Background: an optimization exercise with open tools, aiming at small area and a short achievable clock period. Do not read the settings as production practice. No functional check of the RTL was part of any run shown here. Power figures rest on the tool's default switching activity, not on a simulated workload.

### design/flow/design.v
module multiplier (a, b, prod, qnan, infinity, zero, normal, clk);
input [15:0] a, b;
input clk;
output [15:0] prod;
output qnan, infinity, zero, normal;
wire [12:0] bx = {1'b0, ~&b[14:10] & |b[14:10], b[9:0], 1'b0};
wire [5:0] c_bo, c_bt;
genvar gi;
generate for (gi = 0; gi < 6; gi = gi + 1) begin : rec
  assign c_bo[gi] = bx[2*gi+1] ^ bx[2*gi];
  assign c_bt[gi] = (bx[2*gi+2] & ~bx[2*gi+1] & ~bx[2*gi]) | (~bx[2*gi+2] & bx[2*gi+1] & bx[2*gi]);
end endgenerate
reg [10:0] sa;
reg [5:0] bo, bt;
reg [4:0] bn;
reg [4:0] ea, eb;
reg sgn1;
always @(posedge clk) begin
  sa <= {~&a[14:10] & |a[14:10], a[9:0]};
  bo <= c_bo;
  bt <= c_bt;
  bn <= {b[9], b[7], b[5], b[3], b[1]};
  ea <= a[14:10];
  eb <= b[14:10];
  sgn1 <= a[15] ^ b[15];
end
wire b_m0 = ~|{bo[4:0], bt[4:0]};
wire a_m0 = ~|sa[9:0];
wire a_e1 = &ea, b_e1 = &eb;
wire a_n = ~a_e1 & |ea, b_n = ~b_e1 & |eb;
wire a_inf = a_e1 & a_m0, b_inf = b_e1 & b_m0;
wire a_zero = ~a_n & ~a_e1 & a_m0, b_zero = ~b_n & ~b_e1 & b_m0;
wire c_qnan = (a_inf & b_zero) | (b_inf & a_zero);
wire c_zero = ~a_inf & ~b_inf & (a_zero | b_zero);
wire c_fin = ~a_e1 & ~b_e1 & ~a_zero & ~b_zero;
wire [5:0] esum = ea + eb;
wire [4:0] pe_nn = esum[4:0] + 5'd17;
wire [4:0] c_pe0 = (a_n & b_n) ? pe_nn : a_n ? ea : b_n ? eb : 5'd15;
wire [4:0] c_pe1 = c_pe0 + 5'd1;
wire c_f0 = c_fin & (~(a_n & b_n) | (esum <= 6'd45));
wire c_f1 = c_fin & ((a_n & b_n) ? (esum <= 6'd44) : a_n ? (ea != 5'd30) : b_n ? (eb != 5'd30) : 1'b1);
wire pp_0_0 = ~(bn[0] ^ ((bo[0] & sa[0])));
wire pp_0_1 = ~(bn[0] ^ ((bo[0] & sa[1]) | (bt[0] & sa[0])));
wire pp_0_2 = ~(bn[0] ^ ((bo[0] & sa[2]) | (bt[0] & sa[1])));
wire pp_0_3 = ~(bn[0] ^ ((bo[0] & sa[3]) | (bt[0] & sa[2])));
wire pp_0_4 = ~(bn[0] ^ ((bo[0] & sa[4]) | (bt[0] & sa[3])));
wire pp_0_5 = ~(bn[0] ^ ((bo[0] & sa[5]) | (bt[0] & sa[4])));
wire pp_0_6 = ~(bn[0] ^ ((bo[0] & sa[6]) | (bt[0] & sa[5])));
wire pp_0_7 = ~(bn[0] ^ ((bo[0] & sa[7]) | (bt[0] & sa[6])));
wire pp_0_8 = ~(bn[0] ^ ((bo[0] & sa[8]) | (bt[0] & sa[7])));
wire pp_0_9 = ~(bn[0] ^ ((bo[0] & sa[9]) | (bt[0] & sa[8])));
wire pp_0_10 = ~(bn[0] ^ ((bo[0] & sa[10]) | (bt[0] & sa[9])));
wire pp_0_11 = ~(bn[0] ^ ((bt[0] & sa[10])));
wire pp_1_0 = ~(bn[1] ^ ((bo[1] & sa[0])));
wire pp_1_1 = ~(bn[1] ^ ((bo[1] & sa[1]) | (bt[1] & sa[0])));
wire pp_1_2 = ~(bn[1] ^ ((bo[1] & sa[2]) | (bt[1] & sa[1])));
wire pp_1_3 = ~(bn[1] ^ ((bo[1] & sa[3]) | (bt[1] & sa[2])));
wire pp_1_4 = ~(bn[1] ^ ((bo[1] & sa[4]) | (bt[1] & sa[3])));
wire pp_1_5 = ~(bn[1] ^ ((bo[1] & sa[5]) | (bt[1] & sa[4])));
wire pp_1_6 = ~(bn[1] ^ ((bo[1] & sa[6]) | (bt[1] & sa[5])));
wire pp_1_7 = ~(bn[1] ^ ((bo[1] & sa[7]) | (bt[1] & sa[6])));
wire pp_1_8 = ~(bn[1] ^ ((bo[1] & sa[8]) | (bt[1] & sa[7])));
wire pp_1_9 = ~(bn[1] ^ ((bo[1] & sa[9]) | (bt[1] & sa[8])));
wire pp_1_10 = ~(bn[1] ^ ((bo[1] & sa[10]) | (bt[1] & sa[9])));
wire pp_1_11 = ~(bn[1] ^ ((bt[1] & sa[10])));
wire pp_2_0 = ~(bn[2] ^ ((bo[2] & sa[0])));
wire pp_2_1 = ~(bn[2] ^ ((bo[2] & sa[1]) | (bt[2] & sa[0])));
wire pp_2_2 = ~(bn[2] ^ ((bo[2] & sa[2]) | (bt[2] & sa[1])));
wire pp_2_3 = ~(bn[2] ^ ((bo[2] & sa[3]) | (bt[2] & sa[2])));
wire pp_2_4 = ~(bn[2] ^ ((bo[2] & sa[4]) | (bt[2] & sa[3])));
wire pp_2_5 = ~(bn[2] ^ ((bo[2] & sa[5]) | (bt[2] & sa[4])));
wire pp_2_6 = ~(bn[2] ^ ((bo[2] & sa[6]) | (bt[2] & sa[5])));
wire pp_2_7 = ~(bn[2] ^ ((bo[2] & sa[7]) | (bt[2] & sa[6])));
wire pp_2_8 = ~(bn[2] ^ ((bo[2] & sa[8]) | (bt[2] & sa[7])));
wire pp_2_9 = ~(bn[2] ^ ((bo[2] & sa[9]) | (bt[2] & sa[8])));
wire pp_2_10 = ~(bn[2] ^ ((bo[2] & sa[10]) | (bt[2] & sa[9])));
wire pp_2_11 = ~(bn[2] ^ ((bt[2] & sa[10])));
wire pp_3_0 = ~(bn[3] ^ ((bo[3] & sa[0])));
wire pp_3_1 = ~(bn[3] ^ ((bo[3] & sa[1]) | (bt[3] & sa[0])));
wire pp_3_2 = ~(bn[3] ^ ((bo[3] & sa[2]) | (bt[3] & sa[1])));
wire pp_3_3 = ~(bn[3] ^ ((bo[3] & sa[3]) | (bt[3] & sa[2])));
wire pp_3_4 = ~(bn[3] ^ ((bo[3] & sa[4]) | (bt[3] & sa[3])));
wire pp_3_5 = ~(bn[3] ^ ((bo[3] & sa[5]) | (bt[3] & sa[4])));
wire pp_3_6 = ~(bn[3] ^ ((bo[3] & sa[6]) | (bt[3] & sa[5])));
wire pp_3_7 = ~(bn[3] ^ ((bo[3] & sa[7]) | (bt[3] & sa[6])));
wire pp_3_8 = ~(bn[3] ^ ((bo[3] & sa[8]) | (bt[3] & sa[7])));
wire pp_3_9 = ~(bn[3] ^ ((bo[3] & sa[9]) | (bt[3] & sa[8])));
wire pp_3_10 = ~(bn[3] ^ ((bo[3] & sa[10]) | (bt[3] & sa[9])));
wire pp_3_11 = ~(bn[3] ^ ((bt[3] & sa[10])));
wire pp_4_0 = ~(bn[4] ^ ((bo[4] & sa[0])));
wire pp_4_1 = ~(bn[4] ^ ((bo[4] & sa[1]) | (bt[4] & sa[0])));
wire pp_4_2 = ~(bn[4] ^ ((bo[4] & sa[2]) | (bt[4] & sa[1])));
wire pp_4_3 = ~(bn[4] ^ ((bo[4] & sa[3]) | (bt[4] & sa[2])));
wire pp_4_4 = ~(bn[4] ^ ((bo[4] & sa[4]) | (bt[4] & sa[3])));
wire pp_4_5 = ~(bn[4] ^ ((bo[4] & sa[5]) | (bt[4] & sa[4])));
wire pp_4_6 = ~(bn[4] ^ ((bo[4] & sa[6]) | (bt[4] & sa[5])));
wire pp_4_7 = ~(bn[4] ^ ((bo[4] & sa[7]) | (bt[4] & sa[6])));
wire pp_4_8 = ~(bn[4] ^ ((bo[4] & sa[8]) | (bt[4] & sa[7])));
wire pp_4_9 = ~(bn[4] ^ ((bo[4] & sa[9]) | (bt[4] & sa[8])));
wire pp_4_10 = ~(bn[4] ^ ((bo[4] & sa[10]) | (bt[4] & sa[9])));
wire pp_4_11 = ~(bn[4] ^ ((bt[4] & sa[10])));
wire pp_5_0 = ~((bo[5] & sa[0]));
wire pp_5_1 = ~((bo[5] & sa[1]) | (bt[5] & sa[0]));
wire pp_5_2 = ~((bo[5] & sa[2]) | (bt[5] & sa[1]));
wire pp_5_3 = ~((bo[5] & sa[3]) | (bt[5] & sa[2]));
wire pp_5_4 = ~((bo[5] & sa[4]) | (bt[5] & sa[3]));
wire pp_5_5 = ~((bo[5] & sa[5]) | (bt[5] & sa[4]));
wire pp_5_6 = ~((bo[5] & sa[6]) | (bt[5] & sa[5]));
wire pp_5_7 = ~((bo[5] & sa[7]) | (bt[5] & sa[6]));
wire pp_5_8 = ~((bo[5] & sa[8]) | (bt[5] & sa[7]));
wire pp_5_9 = ~((bo[5] & sa[9]) | (bt[5] & sa[8]));
wire pp_5_10 = ~((bo[5] & sa[10]) | (bt[5] & sa[9]));
wire pp_5_11 = ~((bt[5] & sa[10]));
wire [4:0] bnn = ~bn;
wire s1, c2, s3, c4, s5, c6, s7, c8, s9, c10, s11, c12, s13, c14, s15, c16, s17, c18, s19, c20, s21, c22, s23, c24, s25, c26, s27, c28, s29, c30, s31, c32, s33, c34, s35, c36, s37, c38, s39, s40, c41, s42, c43, s44, c45, s46, c47, s48, c49, s50, c51, s52, c53, s54, c55, s56, c57, s58, c59, s60, c61, s62, c63, s64, c65, s66, c67, s68, c69, s70, s71, c72, s73, c74, s75, c76, s77, c78, s79, c80, s81, c82, s83, c84, s85, c86, s87, c88, s89, c90, s91, c92, s93, c94, s95, c96, s97, c98, s99, c100, s101, c102, s103, c104, s105, c106, s107, c108, s109;
nhs us1 (.a(pp_0_6), .b(pp_1_4), .y(s1));
nhc uc2 (.a(pp_0_6), .b(pp_1_4), .y(c2));
nhs us3 (.a(pp_0_7), .b(pp_1_5), .y(s3));
nhc uc4 (.a(pp_0_7), .b(pp_1_5), .y(c4));
fa us5 (.y(pp_0_8), .x(pp_1_6), .cin(pp_2_4), .sum(s5), .cout(c6));
nhs us7 (.a(pp_3_2), .b(pp_4_0), .y(s7));
nhc uc8 (.a(pp_3_2), .b(pp_4_0), .y(c8));
fa us9 (.y(pp_0_9), .x(pp_1_7), .cin(pp_2_5), .sum(s9), .cout(c10));
nhs us11 (.a(pp_3_3), .b(pp_4_1), .y(s11));
nhc uc12 (.a(pp_3_3), .b(pp_4_1), .y(c12));
fa us13 (.y(pp_0_10), .x(pp_1_8), .cin(pp_2_6), .sum(s13), .cout(c14));
fa us15 (.y(pp_3_4), .x(pp_4_2), .cin(pp_5_0), .sum(s15), .cout(c16));
fa us17 (.y(pp_0_11), .x(pp_1_9), .cin(pp_2_7), .sum(s17), .cout(c18));
fa us19 (.y(pp_3_5), .x(pp_4_3), .cin(pp_5_1), .sum(s19), .cout(c20));
fa us21 (.y(pp_1_10), .x(pp_2_8), .cin(pp_3_6), .sum(s21), .cout(c22));
fa us23 (.y(pp_4_4), .x(pp_5_2), .cin(bnn[0]), .sum(s23), .cout(c24));
fa us25 (.y(pp_1_11), .x(pp_2_9), .cin(pp_3_7), .sum(s25), .cout(c26));
fa us27 (.y(pp_4_5), .x(pp_5_3), .cin(bnn[0]), .sum(s27), .cout(c28));
fa us29 (.y(pp_2_10), .x(pp_3_8), .cin(pp_4_6), .sum(s29), .cout(c30));
fa us31 (.y(pp_5_4), .x(bn[0]), .cin(bn[1]), .sum(s31), .cout(c32));
ha us33 (.a(pp_2_11), .b(pp_3_9), .sum(s33), .cout(c34));
nhs us35 (.a(pp_4_7), .b(pp_5_5), .y(s35));
nhc uc36 (.a(pp_4_7), .b(pp_5_5), .y(c36));
fa us37 (.y(pp_3_10), .x(pp_4_8), .cin(pp_5_6), .sum(s37), .cout(c38));
assign s39 = ~pp_3_11;
nhs us40 (.a(pp_0_4), .b(pp_1_2), .y(s40));
nhc uc41 (.a(pp_0_4), .b(pp_1_2), .y(c41));
nhs us42 (.a(pp_0_5), .b(pp_1_3), .y(s42));
nhc uc43 (.a(pp_0_5), .b(pp_1_3), .y(c43));
fa us44 (.y(pp_2_2), .x(pp_3_0), .cin(bnn[3]), .sum(s44), .cout(c45));
fa us46 (.y(pp_2_3), .x(pp_3_1), .cin(c2), .sum(s46), .cout(c47));
fa us48 (.y(bnn[4]), .x(c4), .cin(s7), .sum(s48), .cout(c49));
fa us50 (.y(c8), .x(s11), .cin(c6), .sum(s50), .cout(c51));
fa us52 (.y(c12), .x(c10), .cin(s13), .sum(s52), .cout(c53));
fa us54 (.y(c14), .x(c16), .cin(s17), .sum(s54), .cout(c55));
fa us56 (.y(c18), .x(c20), .cin(s21), .sum(s56), .cout(c57));
fa us58 (.y(c22), .x(s25), .cin(c24), .sum(s58), .cout(c59));
fa us60 (.y(c26), .x(s29), .cin(c28), .sum(s60), .cout(c61));
fa us62 (.y(s35), .x(s33), .cin(c30), .sum(s62), .cout(c63));
fa us64 (.y(bn[2]), .x(c34), .cin(c36), .sum(s64), .cout(c65));
fa us66 (.y(pp_4_9), .x(pp_5_7), .cin(s39), .sum(s66), .cout(c67));
fa us68 (.y(pp_3_11), .x(pp_4_10), .cin(pp_5_8), .sum(s68), .cout(c69));
assign s70 = ~pp_4_11;
nhs us71 (.a(pp_0_2), .b(pp_1_0), .y(s71));
nhc uc72 (.a(pp_0_2), .b(pp_1_0), .y(c72));
nhs us73 (.a(pp_0_3), .b(pp_1_1), .y(s73));
nhc uc74 (.a(pp_0_3), .b(pp_1_1), .y(c74));
fa us75 (.y(pp_2_0), .x(bnn[2]), .cin(s40), .sum(s75), .cout(c76));
fa us77 (.y(pp_2_1), .x(c41), .cin(s42), .sum(s77), .cout(c78));
fa us79 (.y(c43), .x(s1), .cin(s44), .sum(s79), .cout(c80));
fa us81 (.y(s3), .x(c45), .cin(s46), .sum(s81), .cout(c82));
fa us83 (.y(s5), .x(c47), .cin(s48), .sum(s83), .cout(c84));
fa us85 (.y(s9), .x(c49), .cin(s50), .sum(s85), .cout(c86));
fa us87 (.y(s15), .x(c51), .cin(s52), .sum(s87), .cout(c88));
fa us89 (.y(s19), .x(c53), .cin(s54), .sum(s89), .cout(c90));
fa us91 (.y(s23), .x(c55), .cin(s56), .sum(s91), .cout(c92));
fa us93 (.y(s27), .x(c57), .cin(s58), .sum(s93), .cout(c94));
fa us95 (.y(s31), .x(c59), .cin(s60), .sum(s95), .cout(c96));
fa us97 (.y(c32), .x(s62), .cin(c61), .sum(s97), .cout(c98));
fa us99 (.y(s37), .x(s64), .cin(c63), .sum(s99), .cout(c100));
fa us101 (.y(c38), .x(s66), .cin(c65), .sum(s101), .cout(c102));
fa us103 (.y(bn[3]), .x(c67), .cin(s68), .sum(s103), .cout(c104));
fa us105 (.y(pp_5_9), .x(s70), .cin(c69), .sum(s105), .cout(c106));
fa us107 (.y(pp_4_11), .x(pp_5_10), .cin(bn[4]), .sum(s107), .cout(c108));
assign s109 = ~pp_5_11;
wire [21:0] ra_n = {s109, s107, c104, s103, s101, s99, c96, c94, c92, c90, c88, c86, c84, c82, c80, c78, c76, c74, c72, bnn[1], pp_0_1, pp_0_0};
wire [21:0] rb_n = {c108, c106, s105, c102, c100, c98, s97, s95, s93, s91, s89, s87, s85, s83, s81, s79, s77, s75, s73, s71, 1'b1, bnn[0]};
wire k111, k112, k113, k114, k115, k116, k117, k118, k119, k120, k121, k122, k123, k124, k125, k126, k127, k128, k129, k130, k131, k132, k133, k134, k135, k136, k137, k138, k139, k140, k141, k142, k143, k144, k145, k146, k147, k148, k149, k150, k151, k152, k154, k155, k156, k157, k158, k159, k160, k161, k162, k163, k164, k165, k166, k167, k168, k169, k170, k171, k172, k173, k174, k175, k176, k177, k178, k179, k180, k181, k182, k183, k184, k185, k186, k187, k188, k189, k190, k191, k192, k193, k194, k195, k196, k197, k198, k199, k200, k201, k202, k203, k204, k205, k206, k207, k208, k209, k210, k211, k212, k213, k214, k215, k216, k217, k218, k219, k220, k221, k222, k223, k224, k225, k226, k227, k228, k229, k230, k231, k232, k233, k234, k235, k236, k237, k238, k239, k240, k241, k242, k243, k244, k245, k246, k247, k248, k249, k250, k251, k252, k253, k254, k255;
g_nor2 uk111 (.a(ra_n[0]), .b(rb_n[0]), .y(k111));
g_xor2 uk112 (.a(ra_n[1]), .b(rb_n[1]), .y(k112));
g_nor2 uk113 (.a(ra_n[1]), .b(rb_n[1]), .y(k113));
g_xor2 uk114 (.a(ra_n[2]), .b(rb_n[2]), .y(k114));
g_nor2 uk115 (.a(ra_n[2]), .b(rb_n[2]), .y(k115));
g_xor2 uk116 (.a(ra_n[3]), .b(rb_n[3]), .y(k116));
g_nor2 uk117 (.a(ra_n[3]), .b(rb_n[3]), .y(k117));
g_xor2 uk118 (.a(ra_n[4]), .b(rb_n[4]), .y(k118));
g_nor2 uk119 (.a(ra_n[4]), .b(rb_n[4]), .y(k119));
g_xor2 uk120 (.a(ra_n[5]), .b(rb_n[5]), .y(k120));
g_nor2 uk121 (.a(ra_n[5]), .b(rb_n[5]), .y(k121));
g_xor2 uk122 (.a(ra_n[6]), .b(rb_n[6]), .y(k122));
g_nor2 uk123 (.a(ra_n[6]), .b(rb_n[6]), .y(k123));
g_xor2 uk124 (.a(ra_n[7]), .b(rb_n[7]), .y(k124));
g_nor2 uk125 (.a(ra_n[7]), .b(rb_n[7]), .y(k125));
g_xor2 uk126 (.a(ra_n[8]), .b(rb_n[8]), .y(k126));
g_nor2 uk127 (.a(ra_n[8]), .b(rb_n[8]), .y(k127));
g_xor2 uk128 (.a(ra_n[9]), .b(rb_n[9]), .y(k128));
g_nor2 uk129 (.a(ra_n[9]), .b(rb_n[9]), .y(k129));
g_xor2 uk130 (.a(ra_n[10]), .b(rb_n[10]), .y(k130));
g_nor2 uk131 (.a(ra_n[10]), .b(rb_n[10]), .y(k131));
g_xor2 uk132 (.a(ra_n[11]), .b(rb_n[11]), .y(k132));
g_nor2 uk133 (.a(ra_n[11]), .b(rb_n[11]), .y(k133));
g_xor2 uk134 (.a(ra_n[12]), .b(rb_n[12]), .y(k134));
g_nor2 uk135 (.a(ra_n[12]), .b(rb_n[12]), .y(k135));
g_xor2 uk136 (.a(ra_n[13]), .b(rb_n[13]), .y(k136));
g_nor2 uk137 (.a(ra_n[13]), .b(rb_n[13]), .y(k137));
g_xor2 uk138 (.a(ra_n[14]), .b(rb_n[14]), .y(k138));
g_nor2 uk139 (.a(ra_n[14]), .b(rb_n[14]), .y(k139));
g_xor2 uk140 (.a(ra_n[15]), .b(rb_n[15]), .y(k140));
g_nor2 uk141 (.a(ra_n[15]), .b(rb_n[15]), .y(k141));
g_xor2 uk142 (.a(ra_n[16]), .b(rb_n[16]), .y(k142));
g_nor2 uk143 (.a(ra_n[16]), .b(rb_n[16]), .y(k143));
g_xor2 uk144 (.a(ra_n[17]), .b(rb_n[17]), .y(k144));
g_nor2 uk145 (.a(ra_n[17]), .b(rb_n[17]), .y(k145));
g_xor2 uk146 (.a(ra_n[18]), .b(rb_n[18]), .y(k146));
g_nor2 uk147 (.a(ra_n[18]), .b(rb_n[18]), .y(k147));
g_xor2 uk148 (.a(ra_n[19]), .b(rb_n[19]), .y(k148));
g_nor2 uk149 (.a(ra_n[19]), .b(rb_n[19]), .y(k149));
g_xor2 uk150 (.a(ra_n[20]), .b(rb_n[20]), .y(k150));
g_nor2 uk151 (.a(ra_n[20]), .b(rb_n[20]), .y(k151));
g_xor2 uk152 (.a(ra_n[21]), .b(rb_n[21]), .y(k152));
g_a21oi uk154 (.a(k112), .b(k111), .c(k113), .y(k154));
g_a21oi uk155 (.a(k116), .b(k115), .c(k117), .y(k155));
g_nand2 uk156 (.a(k116), .b(k114), .y(k156));
g_a21oi uk157 (.a(k120), .b(k119), .c(k121), .y(k157));
g_nand2 uk158 (.a(k120), .b(k118), .y(k158));
g_a21oi uk159 (.a(k124), .b(k123), .c(k125), .y(k159));
g_nand2 uk160 (.a(k124), .b(k122), .y(k160));
g_a21oi uk161 (.a(k128), .b(k127), .c(k129), .y(k161));
g_nand2 uk162 (.a(k128), .b(k126), .y(k162));
g_o21ai uk163 (.a(k156), .b(k154), .c(k155), .y(k163));
g_o21ai uk164 (.a(k160), .b(k157), .c(k159), .y(k164));
g_nor2 uk165 (.a(k160), .b(k158), .y(k165));
g_a21oi uk166 (.a(k165), .b(k163), .c(k164), .y(k166));
g_o21ai uk167 (.a(k162), .b(k166), .c(k161), .y(k167));
g_a21oi uk168 (.a(k132), .b(k131), .c(k133), .y(k168));
g_nand2 uk169 (.a(k132), .b(k130), .y(k169));
g_a21oi uk170 (.a(k134), .b(k133), .c(k135), .y(k170));
g_nand2 uk171 (.a(k134), .b(k132), .y(k171));
g_a21oi uk172 (.a(k136), .b(k135), .c(k137), .y(k172));
g_nand2 uk173 (.a(k136), .b(k134), .y(k173));
g_a21oi uk174 (.a(k138), .b(k137), .c(k139), .y(k174));
g_nand2 uk175 (.a(k138), .b(k136), .y(k175));
g_a21oi uk176 (.a(k140), .b(k139), .c(k141), .y(k176));
g_nand2 uk177 (.a(k140), .b(k138), .y(k177));
g_a21oi uk178 (.a(k142), .b(k141), .c(k143), .y(k178));
g_nand2 uk179 (.a(k142), .b(k140), .y(k179));
g_a21oi uk180 (.a(k144), .b(k143), .c(k145), .y(k180));
g_nand2 uk181 (.a(k144), .b(k142), .y(k181));
g_a21oi uk182 (.a(k146), .b(k145), .c(k147), .y(k182));
g_nand2 uk183 (.a(k146), .b(k144), .y(k183));
g_a21oi uk184 (.a(k148), .b(k147), .c(k149), .y(k184));
g_nand2 uk185 (.a(k148), .b(k146), .y(k185));
g_a21oi uk186 (.a(k150), .b(k149), .c(k151), .y(k186));
g_nand2 uk187 (.a(k150), .b(k148), .y(k187));
g_inv uk188 (.a(k131), .y(k188));
g_inv uk189 (.a(k130), .y(k189));
g_o21ai uk190 (.a(k171), .b(k188), .c(k170), .y(k190));
g_nor2 uk191 (.a(k171), .b(k189), .y(k191));
g_o21ai uk192 (.a(k173), .b(k168), .c(k172), .y(k192));
g_nor2 uk193 (.a(k173), .b(k169), .y(k193));
g_o21ai uk194 (.a(k175), .b(k170), .c(k174), .y(k194));
g_nor2 uk195 (.a(k175), .b(k171), .y(k195));
g_o21ai uk196 (.a(k177), .b(k172), .c(k176), .y(k196));
g_nor2 uk197 (.a(k177), .b(k173), .y(k197));
g_o21ai uk198 (.a(k179), .b(k174), .c(k178), .y(k198));
g_nor2 uk199 (.a(k179), .b(k175), .y(k199));
g_o21ai uk200 (.a(k181), .b(k176), .c(k180), .y(k200));
g_nor2 uk201 (.a(k181), .b(k177), .y(k201));
g_o21ai uk202 (.a(k183), .b(k178), .c(k182), .y(k202));
g_nor2 uk203 (.a(k183), .b(k179), .y(k203));
g_o21ai uk204 (.a(k185), .b(k180), .c(k184), .y(k204));
g_nor2 uk205 (.a(k185), .b(k181), .y(k205));
g_o21ai uk206 (.a(k187), .b(k182), .c(k186), .y(k206));
g_nor2 uk207 (.a(k187), .b(k183), .y(k207));
g_a21oi uk208 (.a(k195), .b(k131), .c(k194), .y(k208));
g_nand2 uk209 (.a(k195), .b(k130), .y(k209));
g_inv uk210 (.a(k168), .y(k210));
g_inv uk211 (.a(k169), .y(k211));
g_a21oi uk212 (.a(k197), .b(k210), .c(k196), .y(k212));
g_nand2 uk213 (.a(k197), .b(k211), .y(k213));
g_a21oi uk214 (.a(k199), .b(k190), .c(k198), .y(k214));
g_nand2 uk215 (.a(k199), .b(k191), .y(k215));
g_a21oi uk216 (.a(k201), .b(k192), .c(k200), .y(k216));
g_nand2 uk217 (.a(k201), .b(k193), .y(k217));
g_a21oi uk218 (.a(k203), .b(k194), .c(k202), .y(k218));
g_nand2 uk219 (.a(k203), .b(k195), .y(k219));
g_a21oi uk220 (.a(k205), .b(k196), .c(k204), .y(k220));
g_nand2 uk221 (.a(k205), .b(k197), .y(k221));
g_a21oi uk222 (.a(k207), .b(k198), .c(k206), .y(k222));
g_nand2 uk223 (.a(k207), .b(k199), .y(k223));
g_o21ai uk224 (.a(k219), .b(k188), .c(k218), .y(k224));
g_nor2 uk225 (.a(k219), .b(k189), .y(k225));
g_o21ai uk226 (.a(k221), .b(k168), .c(k220), .y(k226));
g_nor2 uk227 (.a(k221), .b(k169), .y(k227));
g_inv uk228 (.a(k190), .y(k228));
g_inv uk229 (.a(k191), .y(k229));
g_o21ai uk230 (.a(k223), .b(k228), .c(k222), .y(k230));
g_nor2 uk231 (.a(k223), .b(k229), .y(k231));
g_a21oi uk232 (.a(k130), .b(k167), .c(k131), .y(k232));
g_inv uk233 (.a(k167), .y(k233));
g_o21ai uk234 (.a(k169), .b(k233), .c(k168), .y(k234));
g_a21oi uk235 (.a(k191), .b(k167), .c(k190), .y(k235));
g_a21oi uk236 (.a(k193), .b(k167), .c(k192), .y(k236));
g_o21ai uk237 (.a(k209), .b(k233), .c(k208), .y(k237));
g_o21ai uk238 (.a(k213), .b(k233), .c(k212), .y(k238));
g_o21ai uk239 (.a(k215), .b(k233), .c(k214), .y(k239));
g_o21ai uk240 (.a(k217), .b(k233), .c(k216), .y(k240));
g_a21oi uk241 (.a(k225), .b(k167), .c(k224), .y(k241));
g_a21oi uk242 (.a(k227), .b(k167), .c(k226), .y(k242));
g_a21oi uk243 (.a(k231), .b(k167), .c(k230), .y(k243));
g_xor2 uk244 (.a(k130), .b(k167), .y(k244));
g_xnor2 uk245 (.a(k132), .b(k232), .y(k245));
g_xor2 uk246 (.a(k134), .b(k234), .y(k246));
g_xnor2 uk247 (.a(k136), .b(k235), .y(k247));
g_xnor2 uk248 (.a(k138), .b(k236), .y(k248));
g_xor2 uk249 (.a(k140), .b(k237), .y(k249));
g_xor2 uk250 (.a(k142), .b(k238), .y(k250));
g_xor2 uk251 (.a(k144), .b(k239), .y(k251));
g_xor2 uk252 (.a(k146), .b(k240), .y(k252));
g_xnor2 uk253 (.a(k148), .b(k241), .y(k253));
g_xnor2 uk254 (.a(k150), .b(k242), .y(k254));
g_xnor2 uk255 (.a(k152), .b(k243), .y(k255));
wire [21:10] raw;
assign raw[10] = k244;
assign raw[11] = k245;
assign raw[12] = k246;
assign raw[13] = k247;
assign raw[14] = k248;
assign raw[15] = k249;
assign raw[16] = k250;
assign raw[17] = k251;
assign raw[18] = k252;
assign raw[19] = k253;
assign raw[20] = k254;
assign raw[21] = k255;
reg [11:0] r2;
reg hin2, sgn2, q2, z2, f02, f12;
reg [4:0] pe2;
always @(posedge clk) begin
  r2 <= raw[21:10];
  hin2 <= ~raw[21];
  sgn2 <= sgn1;
  q2 <= c_qnan;
  z2 <= c_zero;
  f02 <= c_f0;
  f12 <= c_f1;
  pe2 <= c_pe0;
end
wire [4:0] pe2i = pe2 + 5'd1;
wire [4:0] e0 = f02 ? pe2 : {5{~z2}};
wire [4:0] e1 = f12 ? pe2i : {5{~z2}};
wire hi = r2[11];
wire lo = hin2;
wire fin = (hi & f12) | (lo & f02);
assign qnan = q2;
assign zero = z2;
assign normal = fin;
assign infinity = ~(q2 | z2 | fin);
assign prod[15] = sgn2;
assign prod[14:10] = ({5{hi}} & e1) | ({5{lo}} & e0);
assign prod[9:0] = ({10{hi & f12}} & r2[10:1]) | ({10{lo & f02}} & r2[9:0]) | {q2, 3'b000, q2, 1'b0, q2, 1'b0, q2, 1'b0};
endmodule
module nhs (a, b, y);
input a, b;
output y;
assign y = ~(a ^ b);
endmodule
module nhc (a, b, y);
input a, b;
output y;
assign y = a | b;
endmodule
module g_xor2 (a, b, y);
input a, b;
output y;
assign y = a ^ b;
endmodule
module g_xnor2 (a, b, y);
input a, b;
output y;
assign y = ~(a ^ b);
endmodule
module g_nor2 (a, b, y);
input a, b;
output y;
assign y = ~(a | b);
endmodule
module g_nand2 (a, b, y);
input a, b;
output y;
assign y = ~(a & b);
endmodule
module g_inv (a, y);
input a;
output y;
assign y = ~a;
endmodule
module g_a21oi (a, b, c, y);
input a, b, c;
output y;
assign y = ~((a & b) | c);
endmodule
module g_o21ai (a, b, c, y);
input a, b, c;
output y;
assign y = ~((a | b) & c);
endmodule
module xr2 (a, b, y);
input a, b;
output y;
assign y = a ^ b;
endmodule
module ha (a, b, sum, cout);
input a, b;
output sum, cout;
assign sum = a ^ b;
assign cout = a & b;
endmodule
module fa (x, y, cin, sum, cout);
input x, y, cin;
output sum, cout;
assign sum = x ^ y ^ cin;
assign cout = (x & y) | (x & cin) | (y & cin);
endmodule
### design/flow/standard.sh
#!/bin/bash
# synth_recipe.tcl (not shown) runs the flow's synth.tcl, then flattens the netlist and writes it again
# the make line also repeats each setting of config.mk as NAME=value (left out here)
make -C /OpenROAD-flow-scripts/flow DESIGN_CONFIG=/design/flow/config.mk WORK_HOME=/design/flow/orfs CLKGATE_MAP_FILE= SYNTH_SCRIPT=/design/flow/synth_recipe.tcl "${@:-finish}"
### design/flow/flow/run.sh
#!/bin/bash
set -euo pipefail
cp standard.sh standard_copy.sh
sed "s|^make -C|make SETUP_SLACK_MARGIN=7.8 'CTS_ARGS=-sink_clustering_enable -repair_clock_nets -buf_list sky130_fd_sc_hd__clkbuf_8 -dont_use_dummy_load' -C|" standard.sh > tight.sh
grep -q "SETUP_SLACK_MARGIN=7.8 'CTS_ARGS=" tight.sh
bash tight.sh > make_flow.log 2>&1
### design/flow/constraint.sdc
create_clock -name core_clock -period 12.0 [get_ports {clk}]
set_input_delay 2.4000 -clock core_clock [delete_from_list [all_inputs] [get_ports {clk}]]
set_output_delay 2.4000 -clock core_clock [all_outputs]
set_load 0.01 [all_outputs]
### design/flow/config.mk
export PLATFORM = sky130hd
export DESIGN_NAME = multiplier
export DESIGN_NICKNAME = multiplier
export VERILOG_FILES = /design/flow/design.v
export SDC_FILE = /design/flow/constraint.sdc
export NUM_CORES = 4
export LEC_CHECK = 0
export CAP_MARGIN = 20
export CORE_MARGIN = 2
export CORE_UTILIZATION = 62
export CTS_BUF_LIST = sky130_fd_sc_hd__clkbuf_8
export PLACE_DENSITY = 0.75
export SLEW_MARGIN = 20
export SYNTH_HIERARCHICAL = 1
==> summary.md, run 1 <==
| Metric | Value |
|---|---|
| Largest net degree at the start of global routing | `16` |
| Final-report max-slew violation count | `0` |
| Final nets | `736` |
| Clk sink count | `62` |
| Core area | `~8600 µm²` |
| GRT Residual Overflow | `0` |
| Final setup violating endpoints | `0` |
| WP data required | `approximately 9.6 ns` |
| Slew HR | `59.0%` |
| Die area | `9470 µm²` |
| Slew @ Worst Pin | `about 0.61 ns` |
| Leakage power | `between 2 and 2.5 nW` |
| Main synth FF type | `dfxtp_1` |
| Area of the multi-input gates | `around 4000 µm²` |
| Leading cell types in the layout, fill and taps excluded | `77 x xnor2_1, 61 x a22oi_1, 49 x nor2_1, 49 x dfxtp_1, 47 x clkdlybuf4s50_1` |
| Number of synthesized register bits | `62` |
| Fill cells | `672` |
| ANT cells | `0` |
| Initial DRC count | `340` |
| Async set or reset register ratio after synthesis | `0%` |
| Row cnt | `34` |
| Syn Area/Cell | `8.95 µm²` |
| Maximum VDD drop | `roughly 170 µV` |
| First drt pass iteration count | `6` |
| Starting Density | `between 60% and 70%` |
| Slowest-stage cell, CP | `clkdlybuf4s50_1` |
| Most common cell after layout, fill and taps aside | `xnor2_1` |
| Skew final | `between 0.02 and 0.025 ns` |
| Via count | `4572` |
| Clock-pin transition on the worst setup and hold timing paths | `0.07 ns` |
| Vias in the first global route | `4316` |
| Drt via density | `6.07` |
| CTS tree | `built` |
| Die Y | `97.3 µm` |
| Hold depth | `0` |
| Hold crit path type | `reg2reg` |
| Placer Congestion | `0.909` |
| Sequential element share of the synthesized area | `a little under a quarter` |
| CP Capture Type | `output pin` |
| RSZ-0062 raised after global routing | `true` |
| Post-synth design cell area | `5400 µm²` |
| Antenna violations before repair | `0` |
| CP peak stage delay | `0.55 ns` |
| Root Buffer | `clkbuf_8` |
| Register Area | `1260 µm²` |
| Residual DRC | `0` |
| Hold Vio Cnt, Final | `0` |
| Critical path class | `reg2out` |
| WHS | `between 0.3 and 0.4 ns` |
| IO Port Bufs | `52` |
| Htree depth | `3` |
| Final Cycle Share | `34.7%` |
| Share of layout cells above drive strength 1 | `13.2%` |
| Hold_buf cts | `0` |
| Area Overhead vs Synth | `15.7%` |
| CTS Buf Count | `9` |
| Die W | `97.3 µm` |
| Placed cell count | `~730` |
| Max Clk Rate | `0.240 GHz` |
| Final Non-Filler Cells | `753` |
| Minimum clock period | `4.16 ns` |
| IO Pins | `53` |
| Synthesis warning total | `7` |
| Clock Path Buffers | `2` |
| WL per Instance | `16.9 µm` |
| Cell Chain, Critical Path | `and2_4 -> a221o_1 -> clkdlybuf4s50_1` |
| DP HPWL | `approximately 9.7 mm` |
| Final antenna-violating net count | `0` |
| R2R cell count | `14` |
| Type of origin of the critical path | `flip-flop` |
| Mapped Cells | `603` |
| Post-synth EDFFs | `0` |
| Total negative slack | `0 ns` |
| Max capacitance violation total | `0` |
| Outcome | `finished clean` |
| Tot GR Track Use | `26.8%` |
| WL final | `12.7 mm` |
| CP Max Fanout | `11` |
| First-pass GRT wire length | `20.9 mm` |
| Power Dens Cells | `between 200 and 300 nW/µm²` |
| CP arrival | `1.76 ns` |
| Clock latency on the worst-skew pair | `0.34 ns` |
| Cell variety after synth | `46` |
cells by family after synthesis:
| logic type | after synthesis | synth area share [%] |
|---|---|---|
| fa+ha+maj | 56 | 19.1 |
| xor+xnor | 112 | 18.2 |
| simple gates | 151 | 13.5 |
| buf+inv | 57 | 4.03 |
| compound gates | 164 | 22.1 |
| flops | 62 | 23.0 |
| other cells | 1 | 0.0695 |
through the flow:
stage | total power (W) | area (µm²) | utilization [%] | setup WS, ns
after floorplan | 0.00119 | 5400 | - | 8.10
after global placement | 0.00145 | 5940 | 69.1 | 7.73
after detailed placement | 0.00147 | 5940 | 69.1 | 7.61
after CTS | 0.00161 | 6090 | 70.9 | 7.67
after global routing | 0.00181 | 6240 | 72.7 | 7.77
final | 0.00167 | 6240 | 72.7 | 7.84
cell usage after synthesis, drive strengths merged, types with 3 or more instances:
master	number	share of area, %
nor2b	3	0.35
a22o	6	0.97
and3	6	0.70
a22oi	61	8.5
nand2	38	2.6
a21o	3	0.42
and2	4	0.49
buf	6	0.49
o21ai	35	3.2
clkbuf	25	1.7
ha	12	2.8
dfxtp	62	23
nor3	8	0.74
clkinv	3	0.21
nor2	49	3.4
or4	5	0.77
xor2	35	5.7
a211o	3	0.49
a21oi	38	5.5
nand3b	4	0.56
inv	23	1.6
nor4	5	0.58
or2	10	1.2
a221o	4	0.74
fa	44	16
nand2b	8	0.93
xnor2	77	12
a31oi	5	0.58
nand3	6	0.56
Yosys stat by module (local to each module, per instance):
module	copies in the design	cells inside	flops+latches	area (µm²)
fa	43	1	0	20.0
g_a21oi	29	1	0	8.76
g_inv	7	1	0	3.75
g_nand2	21	1	0	3.75
g_nor2	34	1	0	3.75
g_o21ai	20	1	0	5.00
g_xnor2	6	1	0	8.76
g_xor2	27	1	0	8.76
ha	1	1	0	12.5
multiplier	1	397	62	3510
nhc	9	1	0	6.26
nhs	9	1	0	8.76
worst max-delay path: cells and delay by family, from the launching register on:
family	cells	cell delay [ns]
buffers and inverters	1	0.55
DFF	1	0.45
and+or+nand+nor	1	0.26
AOI/OAI and AO/OA	1	0.17
area by class of cell:
| type | count | area share, % |
|---|---|---|
| Multi-Input combinational cell | 485 | 64.3 |
| Sequential cell | 62 | 20.1 |
| Timing Repair Buffer | 63 | 9.68 |
| Tap cell | 108 | 2.16 |
| Clock buffer | 9 | 1.98 |
| Inverter | 26 | 1.76 |
path summary, 6_finish.rpt:
kind | from | endpoint | slack [ns]
hold / removal | sgn1 | sgn2 | 0.33
hold reg to reg | sgn1 | sgn2 | 0.33
setup reg to reg | bn[4] | hin2 | 7.90
setup / recovery | f02 | prod[9] | 7.84
flip-flops by register name (all words and copies together), names as in the netlist:
name  flops
r2       12
bt        6
pe2       5
sgn1      1
bn        5
f12       1
z2        1
sa       11
bo        6
sgn2      1
ea        5
q2        1
f02       1
hin2      1
eb        5
where the power goes:
part	switching (W)	total [W]	leakage, nW	internal, W
clock network	0.0000677	0.000134	0.0647	0.0000665
logic	0.000709	0.00123	1.74	0.000521
registers	0.0000432	0.000303	0.522	0.000260
what timing repair did:
action | CTS | global route
setup buffers | 1 | 10
setup endpoints to repair | 26 | 7
pin swaps | 0 | 2
gates resized for setup | 17 | 24
layer usage:
layer	vias to the layer above	share of wire, %	GRT usage, %	wire, µm
li1	2167	-	-	-
met2	184	50	44.8	6420
met1	2209	42	36.7	5350
met3	12	6.6	3.88	834
met4	0	0.92	7.26	117
met5	-	0	0	0
==> run 2, diff against run 1 <==
--- a/design/flow/design.v
+++ b/design/flow/design.v
@@ -12,7 +12,7 @@
 end endgenerate
 reg [10:0] sa;
 reg [5:0] bo, bt;
-reg [4:0] bn;
+reg [4:0] bn, bnn;
 reg [4:0] ea, eb;
 reg sgn1;
 always @(posedge clk) begin
@@ -20,6 +20,7 @@
   bo <= c_bo;
   bt <= c_bt;
   bn <= {b[9], b[7], b[5], b[3], b[1]};
+  bnn <= ~{b[9], b[7], b[5], b[3], b[1]};
   ea <= a[14:10];
   eb <= b[14:10];
   sgn1 <= a[15] ^ b[15];
@@ -111,7 +112,6 @@
 wire pp_5_9 = ~((bo[5] & sa[9]) | (bt[5] & sa[8]));
 wire pp_5_10 = ~((bo[5] & sa[10]) | (bt[5] & sa[9]));
 wire pp_5_11 = ~((bt[5] & sa[10]));
-wire [4:0] bnn = ~bn;
 wire s1, c2, s3, c4, s5, c6, s7, c8, s9, c10, s11, c12, s13, c14, s15, c16, s17, c18, s19, c20, s21, c22, s23, c24, s25, c26, s27, c28, s29, c30, s31, c32, s33, c34, s35, c36, s37, c38, s39, s40, c41, s42, c43, s44, c45, s46, c47, s48, c49, s50, c51, s52, c53, s54, c55, s56, c57, s58, c59, s60, c61, s62, c63, s64, c65, s66, c67, s68, c69, s70, s71, c72, s73, c74, s75, c76, s77, c78, s79, c80, s81, c82, s83, c84, s85, c86, s87, c88, s89, c90, s91, c92, s93, c94, s95, c96, s97, c98, s99, c100, s101, c102, s103, c104, s105, c106, s107, c108, s109;
 nhs us1 (.a(pp_0_6), .b(pp_1_4), .y(s1));
 nhc uc2 (.a(pp_0_6), .b(pp_1_4), .y(c2));
==> run 2 against run 1 <==
Compared with the run above: global-route usage is essentially flat; still clean on timing, DRC and antenna; highest routed layer unchanged; critical endpoint is now prod[14]; critical path depth grew 3; combinational power is essentially flat; register-to-register slack gained 0.05 ns; largest power group unchanged; clock power grew 7%; via count grew 0.70%; critical path type unchanged; total power grew 0.58%.
==> summary.md, run 2 <==
| Metric | Value |
|---|---|
| Die area | `9690 µm²` |
| Buf/Inv on CP | `1` |
| IO Port Bufs | `52` |
| Met2 usage | `41.7%` |
| Antenna violations before repair | `0` |
| RSZ-0062 raised after global routing | `true` |
| Top post-synthesis cells by count | `91 x xor2_1, 67 x dfxtp_1, 60 x a22oi_1` |
| Leading cell types in the layout, fill and taps excluded | `87 x xor2_1, 60 x a22oi_1, 47 x clkdlybuf4s50_1, 46 x nor2_1, 44 x fa_1` |
| Via count | `between 4000 and 5000` |
| Placer Congestion | `0.995` |
| Final nets | `730` |
| Drt via density | `6.16` |
| Vias in the first global route | `4430` |
| Sequential element share of the synthesized area | `24.3%` |
| Max Clk Rate | `0.240 GHz` |
| Synth top area share | `24.3%` |
| DP HPWL | `9.89 mm` |
| Hold_buf cts | `0` |
| Largest net degree at the start of global routing | `15` |
| WL per Instance | `17.2 µm` |
| Final antenna-violating net count | `0` |
| Area Overhead vs Synth | `14.4%` |
| Post-synth design cell area | `between 5000 and 6000 µm²` |
| Critical path class | `reg2out` |
| Number of synthesized register bits | `67` |
| Residual DRC | `0` |
| Maximum VDD drop | `between 150 and 200 µV` |
| Gr busiest metal | `met2` |
| CTS Buf Count | `9` |
| Power Dens Cells | `about 270 nW/µm²` |
| Skew final | `0.0423 ns` |
| Cell Chain, Critical Path | `ha_2 -> and3_1 -> nand2b_1 -> a21oi_1 -> a211o_1 -> dlygate4sd2_1` |
| Max capacitance violation total | `0` |
| Total negative slack | `0 ns` |
| CP Capture Type | `output pin` |
| Hold crit path type | `reg2reg` |
| Syn Area/Cell | `9.15 µm²` |
| Leakage power | `2.45 nW` |
| M3 GR Usage | `6.81%` |
| Global-route met1 utilization | `37.2%` |
| Clock latency on the worst-skew pair | `around 0.36 ns` |
| Starting Density | `63.7%` |
| Die Y | `around 100 µm` |
| CP peak stage delay | `0.33 ns` |
| Synthesis warning total | `7` |
| Core area | `8680 µm²` |
| Async set or reset register ratio after synthesis | `0%` |
| Register with the most flip-flops | `r2` |
| Post-synth EDFFs | `0` |
| First drt pass iteration count | `6` |
| Post-route cell area | `6320 µm²` |
| Final-report max-slew violation count | `0` |
| ANT cells | `0` |
| WL final | `12.8 mm` |
| Clock-pin transition on the worst setup and hold timing paths | `0.09 ns` |
| Slew HR | `between 50% and 60%` |
| First-pass GRT wire length | `21.1 mm` |
| Hold Vio Cnt, Final | `0` |
| Final Core Density | `72.9%` |
| IO Pins | `53` |
| Outcome | `finished clean` |
| Clk sink count | `67` |
| Slew @ Worst Pin | `0.600 ns` |
| Cell variety after synth | `56` |
| Row cnt | `34` |
| Tot GR Track Use | `26.8%` |
| Synth area leader | `dfxtp_1` |
| Slowest-stage cell, CP | `dfxtp_2` |
| Most frequent cell after synthesis | `xor2_1` |
| WP data required | `around 9.6 ns` |
| Most common cell after layout, fill and taps aside | `xor2_1` |
| Main synth FF type | `dfxtp_1` |
| Fill cells | `662` |
| Share of layout cells above drive strength 1 | `between 10% and 20%` |
| Final Cycle Share | `34.7%` |
| Mapped Cells | `604` |
| Minimum clock period | `~4.2 ns` |
| GRT Residual Overflow | `0` |
| Crit path max-delay family | `compound AO/OA/AOI/OAI gates` |
| Largest regs | `r2: 12 flops, sa: 11 flops` |
| Root Buffer | `clkbuf_8` |
| Die W | `98.4 µm` |
| CP Max Fanout | `4` |
| Post-DP Area | `6070 µm²` |
| Clock Path Buffers | `2` |
| Initial DRC count | `about 430` |
| Htree depth | `3` |
| Setup slack at placement | `7.71 ns` |
| Top area cells in the synthesized netlist | `dfxtp_1 24%, fa_1 16%, xor2_1 14%, a22oi_1 8.1%, a21oi_2 4.9%` |
| Number of flip-flops in the largest register | `12` |
| Final WS setup | `a little under 8 ns` |
| Final setup violating endpoints | `0` |
| CTS tree | `built` |
| CP arrival | `1.77 ns` |
| Type of origin of the critical path | `flip-flop` |
==> run 2: cell types whose count changed in the layout (fill, tap and decap cells not counted), sizes merged, moves of 5 or more <==
| cell | change |
|---|---|
| buf | -8 |
| xnor2 | -56 |
| xor2 | +56 |
| dfxtp | +5 |
==> run 2: cell type report <==
cell class	instances	area [µm²]	share of cell area, %
timing repair buffer	55	548	8.66
inverter	26	97.6	1.54
tap	108	135	2.14
sequential	67	1370	21.7
multi-input combinational	482	4050	64.0
clock buffer	9	124	1.96
==> run 2: kinds of logic (layout without fill, tap and decap cells) <==
logic type | after synthesis | in the layout | share of synthesized area (%)
compound gates | 163 | 164 | 22.1
xor+xnor | 112 | 112 | 17.7
fa+ha+maj | 56 | 56 | 18.6
buf+inv | 57 | 90 | 3.94
flops | 67 | 67 | 24.3
mux | 2 | 2 | 0.362
other cells | 1 | 2 | 0.0678
simple gates | 146 | 146 | 12.9
==> run 2: path summary, 6_finish.rpt <==
| path | start | endpoint | slack (ns) | depth (start not counted) |
|---|---|---|---|---|
| min reg2reg | sgn1 | sgn2 | 0.35 | 0 |
| max reg2reg | bo[1] | hin2 | 7.95 | 13 |
| max | pe2[0] | prod[14] | 7.83 | 6 |
| min | sgn1 | sgn2 | 0.35 | 0 |
==> run 2: per-layer routing <==
metal  wire, µm  up-vias
li1           -     2167
met1       5670     2204
met2       5940      202
met3        933       31
met5          0        -
met4        277        0
==> run 2: repair_timing <==
action / CTS / global route
buffers inserted: 1 / 2
cloned: 1 / 0
endpoints found under the setup margin: 24 / 20
pin swaps: 1 / 1
resized for setup: 15 / 31
==> run 2: power by group <==
group	leakage, nW	internal [W]	switching, W
clock network	0.0647	0.0000667	0.0000765
logic	1.82	0.000506	0.000699
registers	0.565	0.000278	0.0000504
==> run 2: stage by stage <==
step	power (W)	instances	hold slack, ns
floorplan	0.00120	605	0.310
global placement	0.00146	734	0.312
detailed placement	0.00149	734	0.315
CTS	0.00164	745	0.358
global route	0.00182	747	0.368
finish	0.00168	747	0.354
==> run 2: per-module statistics from Yosys (local to each module, per instance), excerpt <==
module	times used	flip-flops and latches	cells inside	cell area, µm²
g_nand2	21	0	1	3.75
g_xnor2	6	0	1	8.76
nhc	9	0	1	6.26
g_inv	7	0	1	3.75
g_nor2	34	0	1	3.75
g_o21ai	20	0	1	5.00
g_a21oi	29	0	1	8.76
ha	1	0	1	12.5
fa	43	0	1	20.0
multiplier	1	67	398	3640

## separate check: timing with driven ports
The results above use ideal ports. As a check the final layouts listed here were re-extracted and re-timed, cells and wires unchanged. Step 1: set_driving_cell puts a clkbuf_16 on clk and a buf_2 on each other input, an assumption about the parent block. Step 2 moves the port delays by t, midway between the first and last clock arrival at a register: inputs arrive t later, outputs are due t later. That takes back most of the time a late clock gives input paths. a / b / c = ideal / step 1 / step 2; a / b = the first two.
run | shift t [ns] | setup WS [ns] | clock arrival spread, ns | slew at the worst register clock pin (ns)
run 1 | 0.364 | 7.837 / 7.805 / 7.898 | 0.023 / 0.023 | 0.07 / 0.07
run 2 | 0.366 | 7.831 / 7.800 / 7.949 | 0.042 / 0.042 | 0.09 / 0.09
After both steps every run listed still meets setup and hold.
